Context: an optimization exercise on an open-source flow, tuned for small area, a short achievable clock period and few clock cycles per item. The choices shown serve that exercise and are no tape-out recipe.
Function was checked by simulation only, so behaviour that the tests miss may differ from the original.
Power is estimated from default activity; no workload was simulated.

==> flow/design.v, too long to show whole: its modules and the start of the top module <==
// module ahb_lite_fir_filter: 653 lines
module ahb_lite_fir_filter(
    input clk,
          n_rst,
    input logic hsel,
    input logic [3:0] haddr,
    input logic hsize,
    input logic [1:0] htrans,
    input logic hwrite,
    input logic [15:0] hwdata,
    output logic [15:0] hrdata,
    output logic hresp
);
  // ...
==> flow/flow/run.sh <==
#!/bin/bash
# The standard layout (its synthesis script, registers unchanged), with:
#  - no ABC pass inside yosys's generic synth before the adders are extracted
#    (SYNTH_ARGS=-noabc), so the hand-built adder trees reach extract_fa as
#    written, without inverters around every full adder; ABC still maps the
#    logic afterwards as usual,
#  - timing repair aimed at a setup slack margin (a shorter achieved period
#    than the 12 ns constraint),
#  - port buffers of a regular buffer cell (every port still gets one), and
#  - clock tree synthesis without dummy loads (capacitive cells that only balance
#    the tree) and with sink clusters of up to 22 flip-flops.
# make's output goes to standard_flow.log; each ORFS step keeps its own log
# under orfs/logs/.
# The clock and constraints are the standard flow's own.
set -euo pipefail
MARGIN=${MARGIN:-6.5}
bash standard.sh "SYNTH_ARGS=-noabc" "SETUP_SLACK_MARGIN=$MARGIN" \
    "BUFFER_PORTS_ARGS=-buffer_cell sky130_fd_sc_hd__buf_2" \
    "CTS_ARGS=-sink_clustering_enable -repair_clock_nets -dont_use_dummy_load -sink_clustering_size 22 -sink_clustering_max_diameter 100" finish > standard_flow.log 2>&1
==> flow/standard.sh <==
#!/bin/bash
# synth_recipe.tcl (not shown) runs the flow's synth.tcl, then flattens the netlist and writes it again
# the make line also repeats each setting of config.mk as NAME=value (left out here)
make -C /OpenROAD-flow-scripts/flow DESIGN_CONFIG=/design/flow/config.mk WORK_HOME=/design/flow/orfs CLKGATE_MAP_FILE= SYNTH_SCRIPT=/design/flow/synth_recipe.tcl "${@:-finish}"
==> flow/config.mk <==
export PLATFORM = sky130hd
export DESIGN_NAME = ahb_lite_fir_filter
export DESIGN_NICKNAME = ahb_lite_fir_filter
export VERILOG_FILES = /design/flow/design.v
export SDC_FILE = /design/flow/constraint.sdc
export NUM_CORES = 4
export LEC_CHECK = 0
export ABC_CLOCK_PERIOD_IN_PS = 5500
export CAP_MARGIN = 20
export CORE_MARGIN = 2
export CORE_UTILIZATION = 40
export SLEW_MARGIN = 20
==> flow/constraint.sdc <==
create_clock -name core_clock -period 12.0 [get_ports {clk}]
set_input_delay 2.4000 -clock core_clock [delete_from_list [all_inputs] [get_ports {clk}]]
set_output_delay 2.4000 -clock core_clock [all_outputs]
set_load 0.01 [all_outputs]
==> results.txt, run 1 <==
* Status: no timing/DRC/antenna violations
* GPL Wtd Cong at 0.892
* Grt peak-use layer: met2
* Syn nets at 2081
* Ant. Diodes at 1
* Syn Area/Cell at 11.9 µm²
* Met3 Use GR at 0.0227
* Clock tree buffer depth at 3
* Tap Cells at 688
* Netlist Area Pre-Place at 21200 µm²
* DIE WIDTH at 234 µm
* Most frequent cells in the layout: 248 x edfxtp_1, 202 x nor2_1, 186 x fa_1
* Most common cell in the netlist: edfxtp_1
* Synth-to-layout area growth at 8.66%
* Cts bufs inserted at 21
* Buffering overhead at 0.0256
* GRT Overall Usage at 0.201
* Mux contribution to synthesized area at 0.00343
* P_leak at 9.30 nW
* Drt wl/cell at 21.8 µm
* CP Data Required Time at 9600 ps
* Worst r2r dst: hrdata[0]
* Hold Path Depth at 0
* Worst path arrival time at 3050 ps
* Top routing layer in use: met5
* Clk sink count at 349
Testbench counts, summed over its fixed seeds: cycles 2,064, samples 512.
==> run 2: changes to the inputs <==
--- a/flow/design.v
+++ b/flow/design.v
@@ -28,17 +28,17 @@
     logic          samp_pend;               
     logic [1:0]    seq;                     
     logic          k_t0, k_t2, k_t1, k_t3;  
     logic [15:0]   s1s, s1c;                
     logic          s1k;                     
     localparam int M = (18 - K) / 2;        
     logic [M-1:0]  bo_neg, bo_one, bo_two;  
     logic [15:0]   b2;                      
-    logic [17:0]   ap;                      
+    logic [17:0]   nap;                     
     logic          apw;
     logic [17:0]   nb;                      
     logic [1:0]    nbc;
     logic [16:0]   res;                     
     logic          resw;
     logic          err;
     logic          smp_v, h1_v, h2_v, r_v, acc_v, res_v;
     logic [3:0]    c_v, f_v;
@@ -490,27 +490,26 @@
     assign m2_lo = {1'b0, m2_r0[L-1:0], 1'b1} + {1'b0, m2_r1[L-1:0], s1k};
     assign c_lo  = m2_lo[L+1];
     assign s16   = m2_r0[L+15:L];
     assign c16   = m2_r1[L+15:L];
     logic [17:0] wsum;
     logic        w;                         
     assign wsum  = {1'b0, s16, 1'b1} + {1'b0, c16, c_lo};
     assign w     = wsum[17];
-    logic [17:0] nb_x, ap_y, ra, rb, x1, y1, x2, y2, v1, v2;
+    logic [17:0] nb_x, ra, rb, x1, y1, x2, y2, v1, v2;
     logic [18:0] v2c;
     logic        sub;
     assign sub  = k_t1 | k_t3;
     assign nb_x = (k_t2 | ~acc_v) ? 18'h3FFFF : {nb[17:16] + nbc, nb[15:0]};
-    assign ap_y = (k_t2 | ~acc_v) ? 18'd1 : {ap[17:16] - {1'b0, apw}, ap[15:0]};
     assign ra   = {2'b00, s16};
     assign rb   = {2'b00, c16};
     logic [17:0] a1x, a2x;
     assign a1x  = nb_x ^ {18{sub}};
-    assign a2x  = ~ap_y;
+    assign a2x  = (k_t2 | ~acc_v) ? 18'h3FFFE : {nap[17:16] + {1'b0, apw}, nap[15:0]};
     logic [17:0] q1, q2;
     assign x1   = a1x ^ ra ^ rb;
     assign q1   = (a1x & ra) | (rb & (a1x ^ ra));
     assign y1   = {q1[16:0], c_lo};
     assign x2   = a2x ^ ra ^ rb;
     assign q2   = (a2x & ra) | (rb & (a2x ^ ra));
     assign y2   = {q2[16:0], 1'b1};
     assign v1   = x1 + y1;
@@ -520,17 +519,17 @@
     assign err4    = w ? (v1[17] & v1[16]) : (v1[17] & ~v1[16]);
     assign err3    = w ? (v2[17] & ~v2[16]) : (~v2[17] & v2[16]);
     assign err_new = err3 | err4;
     logic busy;
     assign busy    = wr_pend | samp_pend | r14[0];
     logic [16:0] res_c;
     logic [15:0] mag, pdata, rdata;
     logic        st_hw, st_b1;
-    assign res_c = res_v ? {res[16] ^ resw, res[15:0]} : 17'd0;
+    assign res_c = res_v ? ~{res[16] ^ resw, res[15:0]} : 17'd0;
     assign mag   = res_c[16] ? (~res_c[15:0] + 16'd1) : res_c[15:0];
     assign st_hw = rd_req & (haddr[3:1] == 3'd0) & hsize;
     assign st_b1 = rd_req & (haddr == 4'd1) & ~hsize;
     always_comb begin
         case (haddr[3:1])
             3'd0:    pdata = {15'd0, busy};
             3'd1:    pdata = mag;
             3'd2:    pdata = smp_v  ? smp : 16'd0;
@@ -577,25 +576,25 @@
         end
         if (do_load) begin
             f0 <= c0;
             f1 <= c1;
             f2 <= c2;
             f3 <= c3;
         end
         if (k_t0) begin
-            res  <= ~v1[16:0];
+            res  <= v1[16:0];
             resw <= w;
         end
         if (k_t2 | k_t1 | k_t3) begin
             nb  <= sub ? ~v1 : v1;
             nbc <= sub ? {1'b0, w} : {w, w};
         end
         if (k_t2 | k_t1) begin
-            ap  <= v2;
+            nap <= ~v2;
             apw <= w;
         end
     end
     always_ff @(posedge clk, negedge n_rst) begin
         if (!n_rst) begin
             hrdata    <= 16'd0;
             wr_pend   <= 1'b0;
             r14[0]    <= 1'b0;
--- a/flow/flow/run.sh
+++ b/flow/flow/run.sh
@@ -8,12 +8,12 @@
 #    than the 12 ns constraint),
 #  - port buffers of a regular buffer cell (every port still gets one), and
 #  - clock tree synthesis without dummy loads (capacitive cells that only balance
 #    the tree) and with sink clusters of up to 22 flip-flops.
 # make's output goes to standard_flow.log; each ORFS step keeps its own log
 # under orfs/logs/.
 # The clock and constraints are the standard flow's own.
 set -euo pipefail
-MARGIN=${MARGIN:-6.5}
+MARGIN=${MARGIN:-6.6}
 bash standard.sh "SYNTH_ARGS=-noabc" "SETUP_SLACK_MARGIN=$MARGIN" \
     "BUFFER_PORTS_ARGS=-buffer_cell sky130_fd_sc_hd__buf_2" \
     "CTS_ARGS=-sink_clustering_enable -repair_clock_nets -dont_use_dummy_load -sink_clustering_size 22 -sink_clustering_max_diameter 100" finish > standard_flow.log 2>&1
==> run 2 against run 1 <==
  * Flip-flop and latch count did not move
  * First-iteration DRC count rose by 18%
  * Cell count fell by 0.77%
  * Critical path type unchanged
  * Highest routed layer is now met4
==> results.txt, run 2 <==
* Status: no timing/DRC/antenna violations
* Synth Area in XOR/XNOR at 0.0559
* RSZ-0062 raised after global routing: yes
* Initial antenna violation count at 0
* Maxcap violations at 0
* Ant. Diodes at 0 (-1)
* CP startpoint: haddr[3]
* Cts bufs inserted at 20 (-4.8%)
* Crit-path slowest cell: and3_4
* Tmin final at 5510 ps
* Top cells by area, synth: edfxtp_1 35%, fa_1 18%, dfxtp_1 5.8%
* Worst Hold Class: flip-flop to flip-flop
* Compound-Gate Fraction of Synth Area at 0.121
* Max-slew headroom at 0.250
* Most frequent cells in the layout: 248 x edfxtp_1, 198 x nor2_1, 173 x fa_1
* Core area at 51600 µm²
* Largest family of logic cells by synthesized area: adder cells
* First-pass GRT wire length at 84800 µm
* Top delay family on crit path: simple AND/OR/NAND/NOR gates
* Pre-Repair DR Iteration Count at 5
* Clock slew at reported path FFs at 80 ps
* Clk sink count at 349 (unchanged)
* Crit path cell chain: buf_6, and3_4, nand2_4, o31ai_2, and2_1, buf_2
* Commonest non-fill, non-tap cell in the layout: edfxtp_1
* Hold Path Depth at 0 (unchanged)
* Ys flop type: edfxtp_1
* P_leak at 9.19 nW (-1.2%)
* Max Fclk at 0.181 GHz
* Fin nets at 2084
* I/O pins at 44
* WHS Endpoint: f1[1]
* CP Data Required Time at 9600 ps (about the same)
* Synth-to-layout area growth at 11.6%
* Total grt overflow at 0
* DIE WIDTH at 233 µm (-0.43%)
* Syn nets at 2026 (-2.6%)
* Yosys reg bits at 349
* Iter 0 DRT Violations at 1126
* Synth Warn # at 1
* Hold Slack at 436 ps
* Top cell type's share of synthesized area at 0.355
* Max VDD drop at 233 µV
* Largest area contributor in the netlist: edfxtp_1
* Reg2Reg Setup Slack at 6700 ps
* Htree depth at 1
* Most common cell in the netlist: edfxtp_1
* GRT Overall Usage at 0.205 (+0.00406)
* CP Max Fanout at 10
* # rows at 83
* Post-Syn Instances at 1721
* Final Skew at 52.1 ps
* Worst r2r dst: hrdata[8]
* Overall power at 6.61 mW
* Top flop regs: nap (18), nb (18), res (17)
* Via/cell ratio at 5.67
* Post-DP HPWL at 38800 µm
* Adder-cell share of the synthesized area at 0.233
* CP startpoint kind: input pin
* PwrDens at 282 nW/µm²
* Design area at 23400 µm²
* Synth cell types at 70
* Post-cts hold buffer count at 0
* Die H at 233 µm
* DRC at 0
* Seq/Total Area, Yosys at 0.461
* CP Capture Type: output port
* Clock tree buffer depth at 3 (unchanged)
* Final WL at 55500 µm
* Vias in the first global route at 14400
* Final setup viols at 0
* HP Start: c1[1]
* Asr flop ratio synth at 0.115
* GPL Wtd Cong at 0.863 (-3.2%)
* EDFF count, synth at 248
* Fin crit share at 0.460
* Buffers & Inverters on Critical Path at 2
* Syn Area/Cell at 12.2 µm² (+2.3%)
* RR Startpoint: bo_one[0]
* Drt wl/cell at 22.6 µm (+3.4%)
* Worst-case reg-to-reg path depth at 16
* DR vias at 13900
* Share of layout cells above drive strength 1 at 0.161
* Place WS at 5840 ps
* Final ANT Viol Nets at 0
* Latest clock arrival within the worst-skew pair at 540 ps
* Worst slew pin tran at 1120 ps
* Largest net degree at the start of global routing at 66
* Total negative slack at 0 ps
* Die area at 54300 µm²
* Setup WS post-layout at 6490 ps
* Mux contribution to synthesized area at 0.00709 (+0.00367)
* Number of buffers added on ports at 43
* Final hold viol count at 0
* Worst path arrival time at 3110 ps (+60 ps)
* Max Slew Vio Count at 0
* CTS tree: yes
* Initial core utilization at 0.407
* Netlist Area Pre-Place at 21000 µm² (-0.87%)
* CTS root buffer: clkbuf_16
* Area share of and/or/nand/nor cells after synthesis at 0.0937
* DP Area at 22000 µm²
* Top cells by count, synth: 248 x edfxtp_1, 202 x nor2_1, 189 x fa_1, 104 x xnor2_1
* CP Class: input pin to output port
* Slowest stage delay, CP at 220 ps
-- run 2: worst max path at each step --
stage | slack (ps) | cells past startpoint | to
2_1_floorplan | 6530 | 6 | hresp
3_3_place_gp | 5990 | 11 | s1k
3_5_place_dp | 5840 | 18 | hrdata[0]
4_1_cts | 6510 | 5 | hresp
5_1_grt | 6450 | 5 | hresp
6_report | 6490 | 6 | hresp
-- run 2: cell families (layout without fill, tap and decap cells) --
logic type | count (synthesis) | count (layout)
flip-flops | 349 | 349
AO/OA/AOI/OAI | 367 | 367
multiplexers | 14 | 14
AND/OR/NAND/NOR | 433 | 433
adder cells (fa/ha/maj) | 278 | 278
XOR/XNOR | 134 | 134
buffers and inverters | 146 | 202
-- run 2: through the flow --
| stage | utilization | std cells |
|---|---|---|
| final | 0.454 | 2457 |
| after global routing | 0.454 | 2457 |
| after CTS | 0.442 | 2429 |
| after detailed placement | 0.426 | 2379 |
| after global placement | 0.426 | 2379 |
| after floorplan | - | 1721 |
-- run 2: cell type report --
| type | count | area (µm²) |
|---|---|---|
| Clock buffer | 20 | 500 |
| Inverter | 45 | 169 |
| Sequential cell | 349 | 9730 |
| Tap cell | 680 | 851 |
| Multi-Input combinational cell | 1226 | 11200 |
| Fill cell | 4647 | 28200 |
| Timing Repair Buffer | 137 | 1020 |
-- run 2: what timing repair did --
item,4_1_cts,5_1_grt
gates resized for setup,41,86
pin swaps,4,37
setup endpoints to repair,28,24
buffers inserted,30,27
-- run 2: per-layer routing --
layer,track usage,share of wire,up-vias,wire [µm]
met5,0,0,-,0
met4,0.0693,0.032,0,1800
met3,0.0253,0.056,94,3090
met2,0.358,0.50,482,27800
met1,0.263,0.41,7096,22800
li1,-,-,6270,-
-- run 2: where the power goes --
part           total, mW  internal [mW]  switching (mW)
combinational       4.10           1.71            2.39
clock              0.670          0.298           0.373
sequential          1.84           1.71           0.132
Testbench counts of run 2, summed over its fixed seeds: cycles 2,064, samples 512.
==> run 3: changes to the inputs <==
--- a/flow/flow/run.sh
+++ b/flow/flow/run.sh
@@ -14,5 +14,5 @@
 # The clock and constraints are the standard flow's own.
 set -euo pipefail
-MARGIN=${MARGIN:-6.6}
+MARGIN=${MARGIN:-6.5}
 bash standard.sh "SYNTH_ARGS=-noabc" "SETUP_SLACK_MARGIN=$MARGIN" \
     "BUFFER_PORTS_ARGS=-buffer_cell sky130_fd_sc_hd__buf_2" \
==> run 3 against run 2 <==
  * Still clean on timing, DRC and antenna
  * Utilization down 1.3 points
  * Hold slack improved by 4.6 ps
  * Synthesized area did not move
  * Global-route usage about the same
  * Non-clock buffer count fell by 53
  * Cell count down 2.1%
  * Clock skew decreased by 5.0 ps
  * First-iteration DRC count down 0.62%
  * Largest cell class unchanged
==> results.txt, run 3 <==
* Largest area contributor in the netlist: edfxtp_1
* Fin nets at 2031 (-2.5%)
* CP Class: input pin to output port
* Worst Hold Class: flip-flop to flip-flop
* DR WL met3 at 3410 µm (+10%)
* Via/cell ratio at 5.73 (+0.98%)
* Most common cell in the netlist: edfxtp_1
* Iter 0 DRT Violations at 1119 (-0.62%)
* CP Data Required Time at 9600 ps (about the same)
* Synth Warn # at 1 (unchanged)
* I/O pins at 44 (unchanged)
* Design area at 22700 µm² (-2.9%)
* Final ANT Viol Nets at 0 (unchanged)
* Post-DP HPWL at 38700 µm (-0.42%)
* Top cells by count, synth: 248 x edfxtp_1, 202 x nor2_1, 189 x fa_1, 104 x xnor2_1
* Max Fclk at 0.182 GHz (+0.13%)
* # rows at 83 (unchanged)
* First-pass GRT wire length at 84100 µm (-0.73%)
* Seq/Total Area, Yosys at 0.461 (unchanged)
* Clk sink count at 349 (unchanged)
* Final Skew at 47.2 ps (-4.96 ps)
* Fill cells at 4742 (+2.0%)
* Post-cts hold buffer count at 0 (unchanged)
* Multi-input gate area at 10900 µm² (-1.9%)
* CTS root buffer: clkbuf_16
* Synth-to-layout area growth at 8.27%
* GPL Wtd Cong at 0.890 (+3.0%)
* GRT Overall Usage at 0.204 (-0.000244)
* DIE WIDTH at 233 µm (unchanged)
* Yosys reg bits at 349 (unchanged)
* Netlist Area Pre-Place at 21000 µm² (unchanged)
* Maxcap violations at 0 (unchanged)
* Final setup viols at 0 (unchanged)
* Synth cell types at 70 (unchanged)
* CTS tree: yes
* CP startpoint kind: input pin
* Fin crit share at 0.459 (-0.000577)
* Tmin final at 5510 ps (-6.92 ps)
* Max Slew Vio Count at 0 (unchanged)
* Wire length on met1 at 22700 µm (-0.33%)
* Vias in the first global route at 14300 (-0.81%)
* Setup WS post-layout at 6490 ps (+6.92 ps)
* Max-slew headroom at 0.210 (-0.0405)
* Cts bufs inserted at 20 (unchanged)
* Most frequent cells in the layout: 248 x edfxtp_1, 199 x nor2_1, 180 x fa_1
* PwrDens at 279 nW/µm² (-1.2%)
* Total negative slack at 0 ps (unchanged)
* Die area at 54300 µm² (unchanged)
* Total grt overflow at 0 (unchanged)
* Place WS at 5900 ps (+69.6 ps)
* Commonest non-fill, non-tap cell in the layout: edfxtp_1
* DRC at 0 (unchanged)
* Top flop regs: nap (18), nb (18), res (17)
* Pre-Repair DR Iteration Count at 7 (+2)
* Number of buffers added on ports at 43 (unchanged)
* RSZ-0062 raised after global routing: yes
* Top cells by area, synth: edfxtp_1 35%, fa_1 18%, dfxtp_1 5.8%
* Worst slew pin tran at 1190 ps (+60.7 ps)
* Clock tree buffer depth at 3 (unchanged)
* Syn nets at 2026 (unchanged)
* Met2 routed WL at 26700 µm (-4.1%)
* Top cell type's share of synthesized area at 0.355 (unchanged)
* Clock slew at reported path FFs at 90 ps (about the same)
* CP Max Fanout at 2 (-8)
* Latest clock arrival within the worst-skew pair at 530 ps (about the same)
* Initial antenna violation count at 2 (+2)
* Largest net degree at the start of global routing at 66 (unchanged)
* Final WL at 54700 µm (-1.3%)
* Ys flop type: edfxtp_1
* EDFF count, synth at 248 (unchanged)
* Top routing layer in use: met4
* CP Capture Type: output port
* Die H at 233 µm (unchanged)
* DP Area at 22000 µm² (about the same)
* Share of layout cells above drive strength 1 at 0.111 (-0.0496)
* Post-Syn Instances at 1721 (unchanged)
* Core area at 51600 µm² (unchanged)
* Asr flop ratio synth at 0.115 (unchanged)
* Initial core utilization at 0.407 (unchanged)
* DR vias at 13800 (-1.2%)
* P_leak at 8.90 nW (-3.2%)
* Register area at 9720 µm² (about the same)
* Status: no timing/DRC/antenna violations
* Worst path arrival time at 3110 ps (about the same)
* Drt wl/cell at 22.8 µm (+0.81%)
* Max VDD drop at 279 µV (+20%)
* Final hold viol count at 0 (unchanged)
* Htree depth at 1 (unchanged)
* Syn Area/Cell at 12.2 µm² (unchanged)
==> run 3: cell count changes in the layout (fill, tap and decap cells not counted), sizes merged <==
cell    change
clkbuf      -3
diode       +1
buf        -50
==> run 3: final cells by class <==
| cell class | instances | area share |
|---|---|---|
| inverter | 45 | 0.00743 |
| clock buffer | 20 | 0.0220 |
| multi-input combinational | 1226 | 0.481 |
| antenna | 1 | 0.000110 |
| sequential | 349 | 0.428 |
| tap | 680 | 0.0374 |
| timing repair buffer | 84 | 0.0240 |
==> run 3: worst max-delay path, stage by stage <==
cell	delay [ps]
buf_2	90
nand3b_1	160
o31ai_1	180
and2_1	150
buf_2	120
==> run 3: final timing paths <==
| path | cells after the start | slack (ps) | endpoint | startpoint |
|---|---|---|---|---|
| worst max-delay path | 5 | 6490 | hresp | htrans[0] |
| worst min-delay path | 0 | 440 | h2[0] | h1[0] |
| worst max register to register | 17 | 6680 | hrdata[8] | bo_two[0] |
| worst min register to register | 0 | 440 | h2[0] | h1[0] |
| max in group asynchronous | 1 | 9430 | acc_v | n_rst |
| min in group asynchronous | 1 | 2000 | hrdata[6] | n_rst |
==> run 3: logic make-up (layout without fill, tap and decap cells) <==
kind of cell / after synthesis / count (layout) / synth area share
and+or+nand+nor: 433 / 433 / 0.0937
AOI/OAI and AO/OA: 367 / 367 / 0.121
DFF: 349 / 349 / 0.461
adders and majority gates: 278 / 278 / 0.233
buffers and inverters: 146 / 149 / 0.0280
xor gates and xnor gates: 134 / 134 / 0.0559
muxes: 14 / 14 / 0.00709
other: 0 / 1 / 0
==> run 3: timing repair <==
action | CTS | global route
pin swaps | 3 | 7
setup buffers | 2 | 5
setup endpoints to repair | 19 | 8
gates resized for setup | 33 | 40
==> run 3: layer usage <==
layer  up-vias  GRT usage
met5         -          0
met2       537      0.347
li1       6156          -
met1      6982      0.268
met4         0     0.0752
met3       105     0.0266
==> run 3: metrics by stage <==
stage          utilization  std cells  power (mW)  hold WS [ps]
2_1_floorplan            -       1721        4.54           425
3_3_place_gp         0.425       2377        5.40           430
3_5_place_dp         0.425       2377        5.45           432
4_1_cts              0.437       2399        6.16           448
5_1_grt              0.440       2405        6.81           465
6_report             0.440       2405        6.34           441
==> run 3: report_power, final <==
part           internal (mW)  switching, mW
Clock                  0.298          0.371
Sequential              1.70          0.135
Combinational           1.55           2.28
Total                   3.56           2.78

port drivers added, routing unchanged:
Ports are ideal in the flow. The routed layouts listed here were re-timed in OpenROAD.
Step 1 sets driving cells, clkbuf_16 on the clock port and buf_2 on the other inputs (assumed; they add their load-dependent delay and slew).
Step 2 adds t to the input delays and takes it off the output delays; t is the mean of the earliest and latest rising clock arrival at the registers after step 1. Input paths then give back, and output paths get back, about the clock's delay inside the block.
a / b / c = ideal / step 1 / step 2; a / b = the first two.
run	t (ns)	setup slack, ns	clock arrival spread, ns
run 1	0.571	6.548 / 6.500 / 6.262	0.079 / 0.080
run 2	0.576	6.486 / 6.446 / 6.027	0.053 / 0.052
run 3	0.569	6.493 / 6.451 / 6.178	0.051 / 0.051
After both steps setup and hold are still met in every run listed. For run 2, which loses most, drivers alone change the setup slack by -0.040 ns; drivers and shift together by -0.459 ns.
